Source: an optimization exercise on an open RTL-to-GDS flow (aim: small area). Production flows keep margins and buffers that such runs may drop. The RTL of this run was laid out without a check of its function. No activity file was given, so power comes from the tool's default toggle rates.

<file path="flow/config.mk">
export PLATFORM = sky130hd
export DESIGN_NAME = calc_logic
export DESIGN_NICKNAME = calc_logic
export VERILOG_FILES = /design/flow/design.v
export SDC_FILE = /design/flow/constraint.sdc
export NUM_CORES = 4
export LEC_CHECK = 0
export CAP_MARGIN = 20
export CORE_MARGIN = 2
export CORE_UTILIZATION = 40
export SLEW_MARGIN = 20
export SYNTH_HIERARCHICAL = 1
export SYNTH_MINIMUM_KEEP_SIZE = 0
</file>
<file path="flow/constraint.sdc">
create_clock -name core_clock -period 8.0 [get_ports {clk}]
set_input_delay 1.6000 -clock core_clock [delete_from_list [all_inputs] [get_ports {clk}]]
set_output_delay 1.6000 -clock core_clock [all_outputs]
set_load 0.01 [all_outputs]
</file>
<file path="flow/design.v">
module calc_logic(
   input clk,
   input rst,
   input [4:0] keycode,
   input newkey,
   output [15:0] Xdisplay,
   output LED_NEG_digit,
   output LED_OVW
   );
   reg [17:0] X, Y;
   reg [1:0] OP;
   assign Xdisplay = X[15:0];
   assign LED_OVW = X[16];
   assign LED_NEG_digit = X[17];
   wire digit  = newkey & keycode[4];
   wire optr   = newkey & (keycode[4:2] == 3'b010);
   wire clra   = newkey & (keycode == 5'b00100);
   wire equals = newkey & (keycode == 5'b00011);
   wire sqr    = newkey & (keycode == 5'b00001);
   wire chs    = newkey & (keycode == 5'b00010);
   wire eq_add = equals & (OP == 2'b11);
   wire eq_sub = equals & (OP == 2'b10);
   wire eq_mul = equals & (OP == 2'b01);
   wire hold   = ~newkey | (keycode == 5'b00000) | (keycode == 5'b00101) |
                 (keycode == 5'b00110) | (keycode == 5'b00111) |
                 (keycode == 5'b01101) | (keycode == 5'b01110) |
                 (keycode == 5'b01111) | (equals & (OP == 2'b00));
   wire ysel   = eq_add | eq_sub;
   wire c_one  = hold | eq_add | eq_sub | chs;    
   wire c_neg  = eq_sub | chs;                    
   wire [8:0] one, two, neg;
   wire one2_top;
   wire [3:0] C = ({4{ysel}} & Y[3:0]) | ({4{digit}} & keycode[3:0]);
   wire [17:0] B = ({18{sqr}} & X) | ({18{eq_mul}} & Y);
   wire [8:0] e_one, e_two, e_neg;
   calc_benc u_enc (.b(B), .one(e_one), .two(e_two), .neg(e_neg));
   assign one = e_one | {6'b0, digit, 1'b0, c_one};
   assign two = e_two;
   assign neg = e_neg | {8'b0, c_neg};
   assign one2_top = e_one[2];
   wire p1, pn2, p3, pn4, p5, pn6, p7, pn8, p9, pn10, p11, pn12, p13, pn14, p15, pn16, p17, pn18, p19, pn20, p21, pn22, p23, pn24, p25, pn26, p27, pn28, p29, pn30, p31, pn32, p33, pn34, p35, pn36, p37, pn38, p39, pn40, p41, p42, p43, p44, p45, p46, p47, p48, p49, p50, p51, p52, p53, p54, p55, pn56, p57, pn58, p59, pn60, p61, pn62, p63, pn64, p65, pn66, p67, pn68, p69, pn70, p71, pn72, p73, pn74, p75, pn76, p77, pn78, p79, pn80, p81, pn82, p83, pn84, p85, pn86, p87, pn88, p89, pn90, p91, pn92, p93, pn94, p95, pn96, p97, pn98, p99, pn100, p101, pn102, p103, pn104, p105, pn106, p107, pn108, p109, pn110, p111, pn112, p113, pn114, p115, pn116, p117, pn118, p119, pn120, p121, pn122, p123, pn124, p125, pn126, p127, pn128, p129, pn130, p131, pn132, p133, pn134, p135, pn136, p137, pn138, p139, pn140, p141, pn142, p143, pn144, p145, pn146, p147, pn148, p149, pn150, p151, pn152, p153, pn154, p155, pn156, p157, pn158, p159, pn160, p161, pn162, p163, pn164, p165, pn166, s167, c168, x169, s170, c171, s172, c173, s174, c175, s176, c177, s178, c179, s180, c181, s182, c183, s184, c185, s186, c187, s188, c189, s190, c191, s192, c193, s194, c195, s196, c197, s198, c199, x200, x201, x202, s203, c204, s205, c206, s207, c208, s209, c210, s211, c212, s213, c214, s215, c216, s217, c218, s219, c220, s221, c222, s223, c224, s225, c226, s227, c228, s229, c230, s231, c232, s233, c234, s235, c236, s237, c238, s239, c240, s241, c242, x243, x244, s245, c246, s247, c248, s249, c250, s251, c252, s253, c254, s255, c256, s257, c258, s259, c260, s261, c262, s263, c264, s265, c266, s267, c268, s269, c270, s271, c272, s273, c274, x275, s276, c277, s278, c279, s280, c281, s282, c283, s284, c285, s286, c287, s288, c289, s290, c291, s292, c293, s294, c295, s296, c297, s298, c299, s300, c301, s302, c303, s304, c305, s306, c307, s308, c309, x310, s311, c312, s313, c314, s315, c316, s317, c318, s319, c320, s321, c322, s323, c324, s325, c326, s327, c328, s329, c330, s331, c332, s333, c334, s335, c336, s337, c338, s339, c340, s341, c342, s343, c344, x345, g346, g347, q348, g349, q350, g351, q352, g353, q354, g355, q356, g357, q358, g359, q360, g361, q362, g363, g364, g365, q366, g367, q368, g369, q370, g371, q372, g373, q374, g375, q376, g377, g378, g379, g380, g381, q382, g383, q384, g385, q386, g387, q388, g389, g390, g391, g392, g393, g394, g395, g396, g397, g398, x399, x400, x401, x402, x403, x404, x405, x406, x407, x408, x409, x410, x411, x412, x413, x414, x415;
   calc_ao22n u_bs0_0 (.a1(one[0]), .b1(X[0]), .a2(two[0]), .b2(1'b0), .y(pn2));
   assign p1 = ~(pn2 ^ neg[0]);
   calc_ao22n u_bs1_0 (.a1(one[0]), .b1(X[1]), .a2(two[0]), .b2(X[0]), .y(pn4));
   assign p3 = ~(pn4 ^ neg[0]);
   calc_ao22n u_bs2_0 (.a1(one[0]), .b1(X[2]), .a2(two[0]), .b2(X[1]), .y(pn6));
   assign p5 = ~(pn6 ^ neg[0]);
   calc_ao22n u_bs3_0 (.a1(one[0]), .b1(X[3]), .a2(two[0]), .b2(X[2]), .y(pn8));
   assign p7 = ~(pn8 ^ neg[0]);
   calc_ao22n u_bs4_0 (.a1(one[0]), .b1(X[4]), .a2(two[0]), .b2(X[3]), .y(pn10));
   assign p9 = ~(pn10 ^ neg[0]);
   calc_ao22n u_bs5_0 (.a1(one[0]), .b1(X[5]), .a2(two[0]), .b2(X[4]), .y(pn12));
   assign p11 = ~(pn12 ^ neg[0]);
   calc_ao22n u_bs6_0 (.a1(one[0]), .b1(X[6]), .a2(two[0]), .b2(X[5]), .y(pn14));
   assign p13 = ~(pn14 ^ neg[0]);
   calc_ao22n u_bs7_0 (.a1(one[0]), .b1(X[7]), .a2(two[0]), .b2(X[6]), .y(pn16));
   assign p15 = ~(pn16 ^ neg[0]);
   calc_ao22n u_bs8_0 (.a1(one[0]), .b1(X[8]), .a2(two[0]), .b2(X[7]), .y(pn18));
   assign p17 = ~(pn18 ^ neg[0]);
   calc_ao22n u_bs9_0 (.a1(one[0]), .b1(X[9]), .a2(two[0]), .b2(X[8]), .y(pn20));
   assign p19 = ~(pn20 ^ neg[0]);
   calc_ao22n u_bs10_0 (.a1(one[0]), .b1(X[10]), .a2(two[0]), .b2(X[9]), .y(pn22));
   assign p21 = ~(pn22 ^ neg[0]);
   calc_ao22n u_bs11_0 (.a1(one[0]), .b1(X[11]), .a2(two[0]), .b2(X[10]), .y(pn24));
   assign p23 = ~(pn24 ^ neg[0]);
   calc_ao22n u_bs12_0 (.a1(one[0]), .b1(X[12]), .a2(two[0]), .b2(X[11]), .y(pn26));
   assign p25 = ~(pn26 ^ neg[0]);
   calc_ao22n u_bs13_0 (.a1(one[0]), .b1(X[13]), .a2(two[0]), .b2(X[12]), .y(pn28));
   assign p27 = ~(pn28 ^ neg[0]);
   calc_ao22n u_bs14_0 (.a1(one[0]), .b1(X[14]), .a2(two[0]), .b2(X[13]), .y(pn30));
   assign p29 = ~(pn30 ^ neg[0]);
   calc_ao22n u_bs15_0 (.a1(one[0]), .b1(X[15]), .a2(two[0]), .b2(X[14]), .y(pn32));
   assign p31 = ~(pn32 ^ neg[0]);
   calc_ao22n u_bs16_0 (.a1(one[0]), .b1(X[16]), .a2(two[0]), .b2(X[15]), .y(pn34));
   assign p33 = ~(pn34 ^ neg[0]);
   calc_ao22n u_bs17_0 (.a1(one[0]), .b1(X[17]), .a2(two[0]), .b2(X[16]), .y(pn36));
   assign p35 = ~(pn36 ^ neg[0]);
   calc_ao22n u_bs2_1 (.a1(one[1]), .b1(X[0]), .a2(two[1]), .b2(1'b0), .y(pn38));
   assign p37 = ~(pn38 ^ neg[1]);
   calc_ao22n u_bs3_1 (.a1(one[1]), .b1(X[1]), .a2(two[1]), .b2(X[0]), .y(pn40));
   assign p39 = ~(pn40 ^ neg[1]);
   calc_bsel3 u_bs4_1 (.one(one[1]), .two(two[1]), .neg(neg[1]), .ys(ysel), .x1(X[2]), .x2(X[1]), .y(Y[4]), .p(p41));
   calc_bsel3 u_bs5_1 (.one(one[1]), .two(two[1]), .neg(neg[1]), .ys(ysel), .x1(X[3]), .x2(X[2]), .y(Y[5]), .p(p42));
   calc_bsel3 u_bs6_1 (.one(one[1]), .two(two[1]), .neg(neg[1]), .ys(ysel), .x1(X[4]), .x2(X[3]), .y(Y[6]), .p(p43));
   calc_bsel3 u_bs7_1 (.one(one[1]), .two(two[1]), .neg(neg[1]), .ys(ysel), .x1(X[5]), .x2(X[4]), .y(Y[7]), .p(p44));
   calc_bsel3 u_bs8_1 (.one(one[1]), .two(two[1]), .neg(neg[1]), .ys(ysel), .x1(X[6]), .x2(X[5]), .y(Y[8]), .p(p45));
   calc_bsel3 u_bs9_1 (.one(one[1]), .two(two[1]), .neg(neg[1]), .ys(ysel), .x1(X[7]), .x2(X[6]), .y(Y[9]), .p(p46));
   calc_bsel3 u_bs10_1 (.one(one[1]), .two(two[1]), .neg(neg[1]), .ys(ysel), .x1(X[8]), .x2(X[7]), .y(Y[10]), .p(p47));
   calc_bsel3 u_bs11_1 (.one(one[1]), .two(two[1]), .neg(neg[1]), .ys(ysel), .x1(X[9]), .x2(X[8]), .y(Y[11]), .p(p48));
   calc_bsel3 u_bs12_1 (.one(one[1]), .two(two[1]), .neg(neg[1]), .ys(ysel), .x1(X[10]), .x2(X[9]), .y(Y[12]), .p(p49));
   calc_bsel3 u_bs13_1 (.one(one[1]), .two(two[1]), .neg(neg[1]), .ys(ysel), .x1(X[11]), .x2(X[10]), .y(Y[13]), .p(p50));
   calc_bsel3 u_bs14_1 (.one(one[1]), .two(two[1]), .neg(neg[1]), .ys(ysel), .x1(X[12]), .x2(X[11]), .y(Y[14]), .p(p51));
   calc_bsel3 u_bs15_1 (.one(one[1]), .two(two[1]), .neg(neg[1]), .ys(ysel), .x1(X[13]), .x2(X[12]), .y(Y[15]), .p(p52));
   calc_bsel3 u_bs16_1 (.one(one[1]), .two(two[1]), .neg(neg[1]), .ys(ysel), .x1(X[14]), .x2(X[13]), .y(Y[16]), .p(p53));
   calc_bsel3 u_bs17_1 (.one(one[1]), .two(two[1]), .neg(neg[1]), .ys(ysel), .x1(X[15]), .x2(X[14]), .y(Y[17]), .p(p54));
   calc_ao22n u_bs4_2 (.a1(one[2]), .b1(X[0]), .a2(two[2]), .b2(1'b0), .y(pn56));
   assign p55 = ~(pn56 ^ neg[2]);
   calc_ao22n u_bs5_2 (.a1(one[2]), .b1(X[1]), .a2(two[2]), .b2(X[0]), .y(pn58));
   assign p57 = ~(pn58 ^ neg[2]);
   calc_ao22n u_bs6_2 (.a1(one[2]), .b1(X[2]), .a2(two[2]), .b2(X[1]), .y(pn60));
   assign p59 = ~(pn60 ^ neg[2]);
   calc_ao22n u_bs7_2 (.a1(one[2]), .b1(X[3]), .a2(two[2]), .b2(X[2]), .y(pn62));
   assign p61 = ~(pn62 ^ neg[2]);
   calc_ao22n u_bs8_2 (.a1(one[2]), .b1(X[4]), .a2(two[2]), .b2(X[3]), .y(pn64));
   assign p63 = ~(pn64 ^ neg[2]);
   calc_ao22n u_bs9_2 (.a1(one[2]), .b1(X[5]), .a2(two[2]), .b2(X[4]), .y(pn66));
   assign p65 = ~(pn66 ^ neg[2]);
   calc_ao22n u_bs10_2 (.a1(one[2]), .b1(X[6]), .a2(two[2]), .b2(X[5]), .y(pn68));
   assign p67 = ~(pn68 ^ neg[2]);
   calc_ao22n u_bs11_2 (.a1(one[2]), .b1(X[7]), .a2(two[2]), .b2(X[6]), .y(pn70));
   assign p69 = ~(pn70 ^ neg[2]);
   calc_ao22n u_bs12_2 (.a1(one[2]), .b1(X[8]), .a2(two[2]), .b2(X[7]), .y(pn72));
   assign p71 = ~(pn72 ^ neg[2]);
   calc_ao22n u_bs13_2 (.a1(one[2]), .b1(X[9]), .a2(two[2]), .b2(X[8]), .y(pn74));
   assign p73 = ~(pn74 ^ neg[2]);
   calc_ao22n u_bs14_2 (.a1(one[2]), .b1(X[10]), .a2(two[2]), .b2(X[9]), .y(pn76));
   assign p75 = ~(pn76 ^ neg[2]);
   calc_ao22n u_bs15_2 (.a1(one[2]), .b1(X[11]), .a2(two[2]), .b2(X[10]), .y(pn78));
   assign p77 = ~(pn78 ^ neg[2]);
   calc_ao22n u_bs16_2 (.a1(one[2]), .b1(X[12]), .a2(two[2]), .b2(X[11]), .y(pn80));
   assign p79 = ~(pn80 ^ neg[2]);
   calc_ao22n u_bs17_2 (.a1(one2_top), .b1(X[13]), .a2(two[2]), .b2(X[12]), .y(pn82));
   assign p81 = ~(pn82 ^ neg[2]);
   calc_ao22n u_bs6_3 (.a1(one[3]), .b1(X[0]), .a2(two[3]), .b2(1'b0), .y(pn84));
   assign p83 = ~(pn84 ^ neg[3]);
   calc_ao22n u_bs7_3 (.a1(one[3]), .b1(X[1]), .a2(two[3]), .b2(X[0]), .y(pn86));
   assign p85 = ~(pn86 ^ neg[3]);
   calc_ao22n u_bs8_3 (.a1(one[3]), .b1(X[2]), .a2(two[3]), .b2(X[1]), .y(pn88));
   assign p87 = ~(pn88 ^ neg[3]);
   calc_ao22n u_bs9_3 (.a1(one[3]), .b1(X[3]), .a2(two[3]), .b2(X[2]), .y(pn90));
   assign p89 = ~(pn90 ^ neg[3]);
   calc_ao22n u_bs10_3 (.a1(one[3]), .b1(X[4]), .a2(two[3]), .b2(X[3]), .y(pn92));
   assign p91 = ~(pn92 ^ neg[3]);
   calc_ao22n u_bs11_3 (.a1(one[3]), .b1(X[5]), .a2(two[3]), .b2(X[4]), .y(pn94));
   assign p93 = ~(pn94 ^ neg[3]);
   calc_ao22n u_bs12_3 (.a1(one[3]), .b1(X[6]), .a2(two[3]), .b2(X[5]), .y(pn96));
   assign p95 = ~(pn96 ^ neg[3]);
   calc_ao22n u_bs13_3 (.a1(one[3]), .b1(X[7]), .a2(two[3]), .b2(X[6]), .y(pn98));
   assign p97 = ~(pn98 ^ neg[3]);
   calc_ao22n u_bs14_3 (.a1(one[3]), .b1(X[8]), .a2(two[3]), .b2(X[7]), .y(pn100));
   assign p99 = ~(pn100 ^ neg[3]);
   calc_ao22n u_bs15_3 (.a1(one[3]), .b1(X[9]), .a2(two[3]), .b2(X[8]), .y(pn102));
   assign p101 = ~(pn102 ^ neg[3]);
   calc_ao22n u_bs16_3 (.a1(one[3]), .b1(X[10]), .a2(two[3]), .b2(X[9]), .y(pn104));
   assign p103 = ~(pn104 ^ neg[3]);
   calc_ao22n u_bs17_3 (.a1(one[3]), .b1(X[11]), .a2(two[3]), .b2(X[10]), .y(pn106));
   assign p105 = ~(pn106 ^ neg[3]);
   calc_ao22n u_bs8_4 (.a1(one[4]), .b1(X[0]), .a2(two[4]), .b2(1'b0), .y(pn108));
   assign p107 = ~(pn108 ^ neg[4]);
   calc_ao22n u_bs9_4 (.a1(one[4]), .b1(X[1]), .a2(two[4]), .b2(X[0]), .y(pn110));
   assign p109 = ~(pn110 ^ neg[4]);
   calc_ao22n u_bs10_4 (.a1(one[4]), .b1(X[2]), .a2(two[4]), .b2(X[1]), .y(pn112));
   assign p111 = ~(pn112 ^ neg[4]);
   calc_ao22n u_bs11_4 (.a1(one[4]), .b1(X[3]), .a2(two[4]), .b2(X[2]), .y(pn114));
   assign p113 = ~(pn114 ^ neg[4]);
   calc_ao22n u_bs12_4 (.a1(one[4]), .b1(X[4]), .a2(two[4]), .b2(X[3]), .y(pn116));
   assign p115 = ~(pn116 ^ neg[4]);
   calc_ao22n u_bs13_4 (.a1(one[4]), .b1(X[5]), .a2(two[4]), .b2(X[4]), .y(pn118));
   assign p117 = ~(pn118 ^ neg[4]);
   calc_ao22n u_bs14_4 (.a1(one[4]), .b1(X[6]), .a2(two[4]), .b2(X[5]), .y(pn120));
   assign p119 = ~(pn120 ^ neg[4]);
   calc_ao22n u_bs15_4 (.a1(one[4]), .b1(X[7]), .a2(two[4]), .b2(X[6]), .y(pn122));
   assign p121 = ~(pn122 ^ neg[4]);
   calc_ao22n u_bs16_4 (.a1(one[4]), .b1(X[8]), .a2(two[4]), .b2(X[7]), .y(pn124));
   assign p123 = ~(pn124 ^ neg[4]);
   calc_ao22n u_bs17_4 (.a1(one[4]), .b1(X[9]), .a2(two[4]), .b2(X[8]), .y(pn126));
   assign p125 = ~(pn126 ^ neg[4]);
   calc_ao22n u_bs10_5 (.a1(one[5]), .b1(X[0]), .a2(two[5]), .b2(1'b0), .y(pn128));
   assign p127 = ~(pn128 ^ neg[5]);
   calc_ao22n u_bs11_5 (.a1(one[5]), .b1(X[1]), .a2(two[5]), .b2(X[0]), .y(pn130));
   assign p129 = ~(pn130 ^ neg[5]);
   calc_ao22n u_bs12_5 (.a1(one[5]), .b1(X[2]), .a2(two[5]), .b2(X[1]), .y(pn132));
   assign p131 = ~(pn132 ^ neg[5]);
   calc_ao22n u_bs13_5 (.a1(one[5]), .b1(X[3]), .a2(two[5]), .b2(X[2]), .y(pn134));
   assign p133 = ~(pn134 ^ neg[5]);
   calc_ao22n u_bs14_5 (.a1(one[5]), .b1(X[4]), .a2(two[5]), .b2(X[3]), .y(pn136));
   assign p135 = ~(pn136 ^ neg[5]);
   calc_ao22n u_bs15_5 (.a1(one[5]), .b1(X[5]), .a2(two[5]), .b2(X[4]), .y(pn138));
   assign p137 = ~(pn138 ^ neg[5]);
   calc_ao22n u_bs16_5 (.a1(one[5]), .b1(X[6]), .a2(two[5]), .b2(X[5]), .y(pn140));
   assign p139 = ~(pn140 ^ neg[5]);
   calc_ao22n u_bs17_5 (.a1(one[5]), .b1(X[7]), .a2(two[5]), .b2(X[6]), .y(pn142));
   assign p141 = ~(pn142 ^ neg[5]);
   calc_ao22n u_bs12_6 (.a1(one[6]), .b1(X[0]), .a2(two[6]), .b2(1'b0), .y(pn144));
   assign p143 = ~(pn144 ^ neg[6]);
   calc_ao22n u_bs13_6 (.a1(one[6]), .b1(X[1]), .a2(two[6]), .b2(X[0]), .y(pn146));
   assign p145 = ~(pn146 ^ neg[6]);
   calc_ao22n u_bs14_6 (.a1(one[6]), .b1(X[2]), .a2(two[6]), .b2(X[1]), .y(pn148));
   assign p147 = ~(pn148 ^ neg[6]);
   calc_ao22n u_bs15_6 (.a1(one[6]), .b1(X[3]), .a2(two[6]), .b2(X[2]), .y(pn150));
   assign p149 = ~(pn150 ^ neg[6]);
   calc_ao22n u_bs16_6 (.a1(one[6]), .b1(X[4]), .a2(two[6]), .b2(X[3]), .y(pn152));
   assign p151 = ~(pn152 ^ neg[6]);
   calc_ao22n u_bs17_6 (.a1(one[6]), .b1(X[5]), .a2(two[6]), .b2(X[4]), .y(pn154));
   assign p153 = ~(pn154 ^ neg[6]);
   calc_ao22n u_bs14_7 (.a1(one[7]), .b1(X[0]), .a2(two[7]), .b2(1'b0), .y(pn156));
   assign p155 = ~(pn156 ^ neg[7]);
   calc_ao22n u_bs15_7 (.a1(one[7]), .b1(X[1]), .a2(two[7]), .b2(X[0]), .y(pn158));
   assign p157 = ~(pn158 ^ neg[7]);
   calc_ao22n u_bs16_7 (.a1(one[7]), .b1(X[2]), .a2(two[7]), .b2(X[1]), .y(pn160));
   assign p159 = ~(pn160 ^ neg[7]);
   calc_ao22n u_bs17_7 (.a1(one[7]), .b1(X[3]), .a2(two[7]), .b2(X[2]), .y(pn162));
   assign p161 = ~(pn162 ^ neg[7]);
   calc_ao22n u_bs16_8 (.a1(one[8]), .b1(X[0]), .a2(two[8]), .b2(1'b0), .y(pn164));
   assign p163 = ~(pn164 ^ neg[8]);
   calc_ao22n u_bs17_8 (.a1(one[8]), .b1(X[1]), .a2(two[8]), .b2(X[0]), .y(pn166));
   assign p165 = ~(pn166 ^ neg[8]);
   calc_ha u_ha1 (.a(neg[8]), .b(p33), .s(s167), .co(c168));
   assign x169 = p35 ^ p54;
   calc_ha u_ha2 (.a(neg[5]), .b(p21), .s(s170), .co(c171));
   calc_ha u_ha3 (.a(p23), .b(p48), .s(s172), .co(c173));
   calc_fa u_fa4 (.a(neg[6]), .b(p25), .c(p49), .s(s174), .co(c175));
   calc_ha u_ha5 (.a(p71), .b(p95), .s(s176), .co(c177));
   calc_fa u_fa6 (.a(p27), .b(p50), .c(p73), .s(s178), .co(c179));
   calc_ha u_ha7 (.a(p97), .b(p117), .s(s180), .co(c181));
   calc_fa u_fa8 (.a(neg[7]), .b(p29), .c(p51), .s(s182), .co(c183));
   calc_fa u_fa9 (.a(p75), .b(p99), .c(p119), .s(s184), .co(c185));
   calc_ha u_ha10 (.a(p135), .b(p147), .s(s186), .co(c187));
   calc_fa u_fa11 (.a(p31), .b(p52), .c(p77), .s(s188), .co(c189));
   calc_fa u_fa12 (.a(p101), .b(p121), .c(p137), .s(s190), .co(c191));
   calc_ha u_ha13 (.a(p149), .b(p157), .s(s192), .co(c193));
   calc_fa u_fa14 (.a(p53), .b(p79), .c(p103), .s(s194), .co(c195));
   calc_fa u_fa15 (.a(p123), .b(p139), .c(p151), .s(s196), .co(c197));
   calc_fa u_fa16 (.a(p159), .b(p163), .c(s167), .s(s198), .co(c199));
   assign x200 = p81 ^ p105 ^ p125;
   assign x201 = p141 ^ p153 ^ p161;
   assign x202 = p165 ^ c168 ^ x169;
   calc_ha u_ha17 (.a(neg[3]), .b(p13), .s(s203), .co(c204));
   calc_ha u_ha18 (.a(p15), .b(p44), .s(s205), .co(c206));
   calc_fa u_fa19 (.a(neg[4]), .b(p17), .c(p45), .s(s207), .co(c208));
   calc_ha u_ha20 (.a(p63), .b(p87), .s(s209), .co(c210));
   calc_fa u_fa21 (.a(p19), .b(p46), .c(p65), .s(s211), .co(c212));
   calc_ha u_ha22 (.a(p89), .b(p109), .s(s213), .co(c214));
   calc_fa u_fa23 (.a(p47), .b(p67), .c(p91), .s(s215), .co(c216));
   calc_fa u_fa24 (.a(p111), .b(p127), .c(s170), .s(s217), .co(c218));
   calc_fa u_fa25 (.a(p69), .b(p93), .c(p113), .s(s219), .co(c220));
   calc_fa u_fa26 (.a(p129), .b(c171), .c(s172), .s(s221), .co(c222));
   calc_fa u_fa27 (.a(p115), .b(p131), .c(p143), .s(s223), .co(c224));
   calc_fa u_fa28 (.a(c173), .b(s176), .c(s174), .s(s225), .co(c226));
   calc_fa u_fa29 (.a(p133), .b(p145), .c(c177), .s(s227), .co(c228));
   calc_fa u_fa30 (.a(s180), .b(c175), .c(s178), .s(s229), .co(c230));
   calc_fa u_fa31 (.a(p155), .b(c181), .c(s186), .s(s231), .co(c232));
   calc_fa u_fa32 (.a(c179), .b(s182), .c(s184), .s(s233), .co(c234));
   calc_fa u_fa33 (.a(c187), .b(s192), .c(c183), .s(s235), .co(c236));
   calc_fa u_fa34 (.a(c185), .b(s188), .c(s190), .s(s237), .co(c238));
   calc_fa u_fa35 (.a(c193), .b(c189), .c(c191), .s(s239), .co(c240));
   calc_fa u_fa36 (.a(s194), .b(s196), .c(s198), .s(s241), .co(c242));
   assign x243 = c195 ^ c197 ^ x200;
   assign x244 = x201 ^ c199 ^ x202;
   calc_ha u_ha37 (.a(C[2]), .b(neg[1]), .s(s245), .co(c246));
   calc_ha u_ha38 (.a(C[3]), .b(p7), .s(s247), .co(c248));
   calc_fa u_fa39 (.a(neg[2]), .b(p9), .c(p41), .s(s249), .co(c250));
   calc_ha u_ha40 (.a(p11), .b(p42), .s(s251), .co(c252));
   calc_fa u_fa41 (.a(p43), .b(p59), .c(p83), .s(s253), .co(c254));
   calc_fa u_fa42 (.a(p61), .b(p85), .c(c204), .s(s255), .co(c256));
   calc_fa u_fa43 (.a(p107), .b(c206), .c(s209), .s(s257), .co(c258));
   calc_fa u_fa44 (.a(c210), .b(s213), .c(c208), .s(s259), .co(c260));
   calc_fa u_fa45 (.a(c214), .b(c212), .c(s215), .s(s261), .co(c262));
   calc_fa u_fa46 (.a(c216), .b(s219), .c(c218), .s(s263), .co(c264));
   calc_fa u_fa47 (.a(c220), .b(s223), .c(c222), .s(s265), .co(c266));
   calc_fa u_fa48 (.a(c224), .b(s227), .c(c226), .s(s267), .co(c268));
   calc_fa u_fa49 (.a(c228), .b(s231), .c(c230), .s(s269), .co(c270));
   calc_fa u_fa50 (.a(c232), .b(s235), .c(c234), .s(s271), .co(c272));
   calc_fa u_fa51 (.a(c236), .b(s239), .c(c238), .s(s273), .co(c274));
   assign x275 = c240 ^ x243 ^ c242;
   calc_ha u_ha52 (.a(C[0]), .b(neg[0]), .s(s276), .co(c277));
   calc_ha u_ha53 (.a(C[1]), .b(p3), .s(s278), .co(c279));
   calc_fa u_fa54 (.a(p5), .b(p37), .c(s245), .s(s280), .co(c281));
   calc_fa u_fa55 (.a(c246), .b(p39), .c(s247), .s(s282), .co(c283));
   calc_fa u_fa56 (.a(p55), .b(c248), .c(s249), .s(s284), .co(c285));
   calc_fa u_fa57 (.a(p57), .b(s251), .c(c250), .s(s286), .co(c287));
   calc_fa u_fa58 (.a(c252), .b(s203), .c(s253), .s(s288), .co(c289));
   calc_fa u_fa59 (.a(s205), .b(c254), .c(s255), .s(s290), .co(c291));
   calc_fa u_fa60 (.a(s207), .b(c256), .c(s257), .s(s292), .co(c293));
   calc_fa u_fa61 (.a(s211), .b(c258), .c(s259), .s(s294), .co(c295));
   calc_fa u_fa62 (.a(s217), .b(c260), .c(s261), .s(s296), .co(c297));
   calc_fa u_fa63 (.a(s221), .b(c262), .c(s263), .s(s298), .co(c299));
   calc_fa u_fa64 (.a(s225), .b(c264), .c(s265), .s(s300), .co(c301));
   calc_fa u_fa65 (.a(s229), .b(c266), .c(s267), .s(s302), .co(c303));
   calc_fa u_fa66 (.a(s233), .b(c268), .c(s269), .s(s304), .co(c305));
   calc_fa u_fa67 (.a(s237), .b(c270), .c(s271), .s(s306), .co(c307));
   calc_fa u_fa68 (.a(s241), .b(c272), .c(s273), .s(s308), .co(c309));
   assign x310 = x244 ^ c274 ^ x275;
   calc_ha u_ha69 (.a(p1), .b(s276), .s(s311), .co(c312));
   calc_ha u_ha70 (.a(c277), .b(s278), .s(s313), .co(c314));
   calc_ha u_ha71 (.a(c279), .b(s280), .s(s315), .co(c316));
   calc_ha u_ha72 (.a(c281), .b(s282), .s(s317), .co(c318));
   calc_ha u_ha73 (.a(c283), .b(s284), .s(s319), .co(c320));
   calc_ha u_ha74 (.a(s286), .b(c285), .s(s321), .co(c322));
   calc_ha u_ha75 (.a(c287), .b(s288), .s(s323), .co(c324));
   calc_ha u_ha76 (.a(c289), .b(s290), .s(s325), .co(c326));
   calc_ha u_ha77 (.a(c291), .b(s292), .s(s327), .co(c328));
   calc_ha u_ha78 (.a(c293), .b(s294), .s(s329), .co(c330));
   calc_ha u_ha79 (.a(c295), .b(s296), .s(s331), .co(c332));
   calc_ha u_ha80 (.a(c297), .b(s298), .s(s333), .co(c334));
   calc_ha u_ha81 (.a(c299), .b(s300), .s(s335), .co(c336));
   calc_ha u_ha82 (.a(c301), .b(s302), .s(s337), .co(c338));
   calc_ha u_ha83 (.a(c303), .b(s304), .s(s339), .co(c340));
   calc_ha u_ha84 (.a(c305), .b(s306), .s(s341), .co(c342));
   calc_ha u_ha85 (.a(c307), .b(s308), .s(s343), .co(c344));
   assign x345 = c309 ^ x310;
   assign g346 = c312 | (s311 & 1'b0);
   assign g347 = c316 | (s315 & c314);
   assign q348 = s315 & s313;
   assign g349 = c320 | (s319 & c318);
   assign q350 = s319 & s317;
   assign g351 = c324 | (s323 & c322);
   assign q352 = s323 & s321;
   assign g353 = c328 | (s327 & c326);
   assign q354 = s327 & s325;
   assign g355 = c332 | (s331 & c330);
   assign q356 = s331 & s329;
   assign g357 = c336 | (s335 & c334);
   assign q358 = s335 & s333;
   assign g359 = c340 | (s339 & c338);
   assign q360 = s339 & s337;
   assign g361 = c344 | (s343 & c342);
   assign q362 = s343 & s341;
   assign g363 = c314 | (s313 & g346);
   assign g364 = g347 | (q348 & g346);
   assign g365 = c322 | (s321 & g349);
   assign q366 = s321 & q350;
   assign g367 = g351 | (q352 & g349);
   assign q368 = q352 & q350;
   assign g369 = c330 | (s329 & g353);
   assign q370 = s329 & q354;
   assign g371 = g355 | (q356 & g353);
   assign q372 = q356 & q354;
   assign g373 = c338 | (s337 & g357);
   assign q374 = s337 & q358;
   assign g375 = g359 | (q360 & g357);
   assign q376 = q360 & q358;
   assign g377 = c318 | (s317 & g364);
   assign g378 = g349 | (q350 & g364);
   assign g379 = g365 | (q366 & g364);
   assign g380 = g367 | (q368 & g364);
   assign g381 = c334 | (s333 & g371);
   assign q382 = s333 & q372;
   assign g383 = g357 | (q358 & g371);
   assign q384 = q358 & q372;
   assign g385 = g373 | (q374 & g371);
   assign q386 = q374 & q372;
   assign g387 = g375 | (q376 & g371);
   assign q388 = q376 & q372;
   assign g389 = c326 | (s325 & g380);
   assign g390 = g353 | (q354 & g380);
   assign g391 = g369 | (q370 & g380);
   assign g392 = g371 | (q372 & g380);
   assign g393 = g381 | (q382 & g380);
   assign g394 = g383 | (q384 & g380);
   assign g395 = g385 | (q386 & g380);
   assign g396 = g387 | (q388 & g380);
   assign g397 = c342 | (s341 & g396);
   assign g398 = g361 | (q362 & g396);
   assign x399 = s313 ^ g346;
   assign x400 = s315 ^ g363;
   assign x401 = s317 ^ g364;
   assign x402 = s319 ^ g377;
   assign x403 = s321 ^ g378;
   assign x404 = s323 ^ g379;
   assign x405 = s325 ^ g380;
   assign x406 = s327 ^ g389;
   assign x407 = s329 ^ g390;
   assign x408 = s331 ^ g391;
   assign x409 = s333 ^ g392;
   assign x410 = s335 ^ g393;
   assign x411 = s337 ^ g394;
   assign x412 = s339 ^ g395;
   assign x413 = s341 ^ g396;
   assign x414 = s343 ^ g397;
   assign x415 = x345 ^ g398;
   wire [17:0] nextX = {x415, x414, x413, x412, x411, x410, x409, x408, x407, x406, x405, x404, x403, x402, x401, x400, x399, s311};
   always @(posedge clk or posedge rst)
      if (rst) begin
         X <= 18'b0;
         OP <= 2'b0;
      end else begin
         X <= nextX;
         if (optr | clra) OP <= clra ? 2'b00 : keycode[1:0];
      end
   always @(posedge clk)
      if (optr) Y <= X;
endmodule
module calc_benc(input [17:0] b, output [8:0] one, output [8:0] two, output [8:0] neg);
   wire [18:0] bb = {b, 1'b0};
   genvar j;
   generate for (j = 0; j < 9; j = j + 1) begin : g_enc
      assign one[j] = bb[2*j+1] ^ bb[2*j];
      assign two[j] = (bb[2*j+2] & ~bb[2*j+1] & ~bb[2*j]) | (~bb[2*j+2] & bb[2*j+1] & bb[2*j]);
      assign neg[j] = bb[2*j+2];
   end endgenerate
endmodule
module calc_fa(input a, input b, input c, output s, output co);
   assign s = a ^ b ^ c;
   assign co = (a & b) | (a & c) | (b & c);
endmodule
module calc_ha(input a, input b, output s, output co);
   assign s = a ^ b;
   assign co = a & b;
endmodule
module calc_bsel(input one, input two, input neg, input x1, input x2, output p);
   assign p = ((one & x1) | (two & x2)) ^ neg;
endmodule
module calc_ao22n(input a1, input b1, input a2, input b2, output y);
   assign y = ~((a1 & b1) | (a2 & b2));
endmodule
module calc_bsel3(input one, input two, input neg, input ys, input x1, input x2, input y, output p);
   assign p = ((one & x1) | (two & x2) | (ys & y)) ^ neg;
endmodule
</file>
<file path="flow/run.sh">
#!/bin/bash
# synth_recipe.tcl (not shown) runs the flow's synth.tcl, then flattens the netlist and writes it again
# the make line also repeats each setting of config.mk as NAME=value (left out here)
make -C /OpenROAD-flow-scripts/flow DESIGN_CONFIG=/design/flow/config.mk WORK_HOME=/design/flow/orfs CLKGATE_MAP_FILE= SYNTH_SCRIPT=/design/flow/synth_recipe.tcl finish
</file>
==> results.json <==
{
  "slew-limit-headroom": 0.410,
  "cts_hold_buf": 0,
  "synth-seq-cells": 38,
  "worstSetupStartpointType": "input pin",
  "worstSetupPathType": "in2reg",
  "p_leak_uw": 0.00265,
  "synthMostInstantiatedCell": "xnor2_1",
  "cts_post_setup_buffers_inserted": 0,
  "grt_usage": 0.223,
  "postSynthAreaPerCell_um2": 11.6,
  "clk_latency_ps": 290,
  "dieWidth_um": 123,
  "globalplace.congestion": 0.911,
  "endpoint": "X[16]$_DFF_PP0_",
  "synth-xor-area-share": 0.192,
  "overflow": 0,
  "synth_mux_area_frac": 0.00177,
  "grt_max_degree": 22,
  "finalCritPeriodShare": 0.931,
  "endpoint_kind": "register",
  "synth_simple_gate_area_share": 0.0515,
  "path_max_fanout": 11,
  "r2r-start": "OP[1]$_DFFE_PP0P_",
  "synth_ff_type": "dfrtp_1",
  "cts-root-buf": "clkbuf_16",
  "max_cap_viol_count": 0,
  "synth_edf_count": 18,
  "area_growth_pct": 17.4,
  "ys_seq_area_frac": 0.184,
  "fill_cells": 1264,
  "drt-initial-drc-count": 277,
  "finalSetupTns_ps": 0,
  "critPathMaxStageDelay_ps": 510,
  "rrSetupSlack_ps": 2430,
  "status": "no timing/DRC/antenna violations",
  "synth_compound_area_frac": 0.278,
  "slew_viol_final": 0,
  "setup_viol": 0,
  "grt_pass1_vias": 4621,
  "worstHoldPathType": "reg2reg",
  "hold_depth": 1,
  "drive_above_1_share": 0.266,
  "cts.sinks": 38,
  "synth_warnings": 7,
  "syn_area_um2": 5670,
  "drtPass1Iterations": 5,
  "vias": 4294,
  "synth_top_area_frac": 0.184,
  "remaining_drc_errors": 0,
  "wl_per_cell_um": 20.9,
  "finalNetCount": 657,
  "cts.clk_slew.worst_paths_ps": 60,
  "worstSetupStartpoint": "keycode[4]",
  "tightest_slew_ps": 885,
  "arrival_ps": 7660,
  "insertedDiodeCount": 0,
  "fin_util": 0.479,
  "initial_core_util": 0.408,
  "io_buffer_count": 25,
  "h-tree-depth": 2,
  "hpwl_mm": 11.9,
  "r2r_cells": 21,
  "clk_path_buf_depth": 2,
  "rows": 43,
  "pwr_density_cell_nw_per_um2": 196,
  "fp.dieH_um": 123,
  "cts_tree": "done",
  "synth_top_family_by_area": "compound AO/OA/AOI/OAI gates",
  "async_reset_ff_frac": 0.526,
  "hold_ws_ps": 527,
  "fin_crit_ps": 7450,
  "r2r-end": "X[16]$_DFF_PP0_",
  "cts_buffers": 5,
  "cp.required_ps": 8210,
  "wl_mm": 15.5,
  "finalClockSkew_ps": 4.37,
  "slowest_stage": "fa_1",
  "synth_area_leaders": "fa_1 18%, a22oi_2 17%, xnor2_1 15%, edfxtp_1 9.5%, dfrtp_1 8.8%",
  "synthAdderAreaFrac": 0.265,
  "via_per_inst": 5.79,
  "cp_common_cell": "fa_1",
  "core_um2": 13900,
  "worstPathCellList": "clkdlybuf4s50_1, nand2b_1, nor4b_1, nand2_1, nor2_2, buf_4, a22o_1, xor2_1, a222oi_1, xnor2_1, fa_1, fa_1, fa_1, fa_1, ha_1, a21oi_1, o21ai_0, or4_1, o22a_2, ha_1, nor2_1, xnor2_1",
  "grt_first_pass_wirelength_mm": 25.6,
  "synth_cell_types": 50,
  "syn_inst": 488,
  "fmax_mhz": 134,
  "cts_resized": 0,
  "hold_viol": 0,
  "ios": 26,
  "vdd_drop_max_uv": 151,
  "ant_nets": 0,
  "synth_top_cell_by_area": "fa_1",
  "antenna_found_initial": 0,
  "rsz0062_at_grt": "false",
  "synthTopCellsByCount": "95 x xnor2_1, 76 x a22oi_2, 52 x fa_1, 37 x ha_1, 29 x xor2_1",
  "die_area_um2": 15100
}
-- area by class of cell --
cell class	instances	area [µm²]	area share
Clock buffer	5	125	0.0188
Clock inverter	3	40.0	0.00602
Inverter	6	22.5	0.00339
Multi-Input combinational cell	429	4530	0.682
Sequential cell	38	1040	0.157
Tap cell	180	225	0.0339
Timing Repair Buffer	80	663	0.0997
-- kinds of logic after synthesis --
family,after synthesis
xor+xnor,124
other cells,1
buf+inv,29
mux,1
simple gates,52
flops,38
compound gates,154
fa+ha+maj,89
-- worst min-delay path by stage --
stage | startpoint | endpoint | slack (ps)
3_3_place_gp | OP[1]$_DFFE_PP0P_ | OP[1]$_DFFE_PP0P_ | 490
3_5_place_dp | OP[0]$_DFFE_PP0P_ | OP[0]$_DFFE_PP0P_ | 520
6_report | OP[1]$_DFFE_PP0P_ | OP[1]$_DFFE_PP0P_ | 530
4_1_cts | OP[0]$_DFFE_PP0P_ | OP[0]$_DFFE_PP0P_ | 540
5_1_grt | OP[1]$_DFFE_PP0P_ | OP[1]$_DFFE_PP0P_ | 550
2_1_floorplan | OP[1]$_DFFE_PP0P_ | OP[1]$_DFFE_PP0P_ | 470
-- report_power, final --
| part | total (µW) | leakage, µW | switching (µW) | internal [µW] |
|---|---|---|---|---|
| clock | 235 | 0.0000836 | 89.0 | 146 |
| sequential | 379 | 0.000420 | 120 | 259 |
| combinational | 690 | 0.00215 | 382 | 307 |
| total | 1300 | 0.00265 | 592 | 713 |
-- worst max-delay path, delay by kind of cell --
family	cells	cell delay, ps
xor+xnor	3	730
buf+inv	2	630
fa+ha+maj	6	2340
compound gates	5	880
simple gates	6	1480
-- Yosys stat by module, one instance, submodules excluded --
module,times used,cells
calc_logic,1,256
calc_ha,33,1
calc_benc,1,43
calc_fa,52,1
calc_ao22n,76,1
calc_bsel3,14,2
-- through the flow --
step,std cells,instance area (µm²),power [µW],setup WS [ps]
2_1_floorplan,496,5700,773,109
3_3_place_gp,733,6480,1050,361
3_5_place_dp,733,6480,1060,337
4_1_cts,741,6650,1310,597
5_1_grt,741,6650,1380,154
6_report,741,6650,1300,548
-- layer usage --
metal | wire [µm] | share of wire | global-route usage
met5 | 0 | 0 | 0
met1 | 7410 | 0.48 | 0.322
met4 | 140 | 0.0090 | 0.0398
met2 | 7120 | 0.46 | 0.360
met3 | 807 | 0.052 | 0.0314
-- flip-flops by register name, indices dropped and copies added, names as in the netlist --
| register | count |
|---|---|
| OP | 2 |
| X | 18 |
| Y | 18 |
-- placed cells by master, fill, tap and decap left out, drive strengths merged, types with 9 or more instances in the layout --
cell and count:
a222oi 14, a22o 20, a22oi 76, buf 55, clkdlybuf4s50 25, conb 9
dfrtp 20, edfxtp 18, fa 52, ha 37, nand2b 9, nor2 15
o21ai 13, xnor2 95, xor2 29

[afterwards: timing with drivers on the ports]
The results above use ideal ports. As a check the final layout listed here was re-extracted and re-timed, cells and wires unchanged. Step 1 (the two cells are an assumption about what drives the block):
set clk [get_ports {clk}]
set_driving_cell -lib_cell sky130_fd_sc_hd__clkbuf_16 $clk
set_driving_cell -lib_cell sky130_fd_sc_hd__buf_2 [delete_from_list [all_inputs] $clk]
Step 2 also shifts input and output timing later by t, the mid clock arrival at the registers, as if the neighbouring blocks saw the same clock. Three values: ideal ports, drivers, drivers and shift; two values: the first two.
t, ns: 0.329
setup WS [ns]: 0.548 / 0.561 / 0.232
hold WS [ns]: 0.527 / 0.527 / 0.527
After both steps this run still meets setup and hold. For this run, drivers alone change the setup slack by +0.013 ns; drivers and shift together by -0.316 ns.
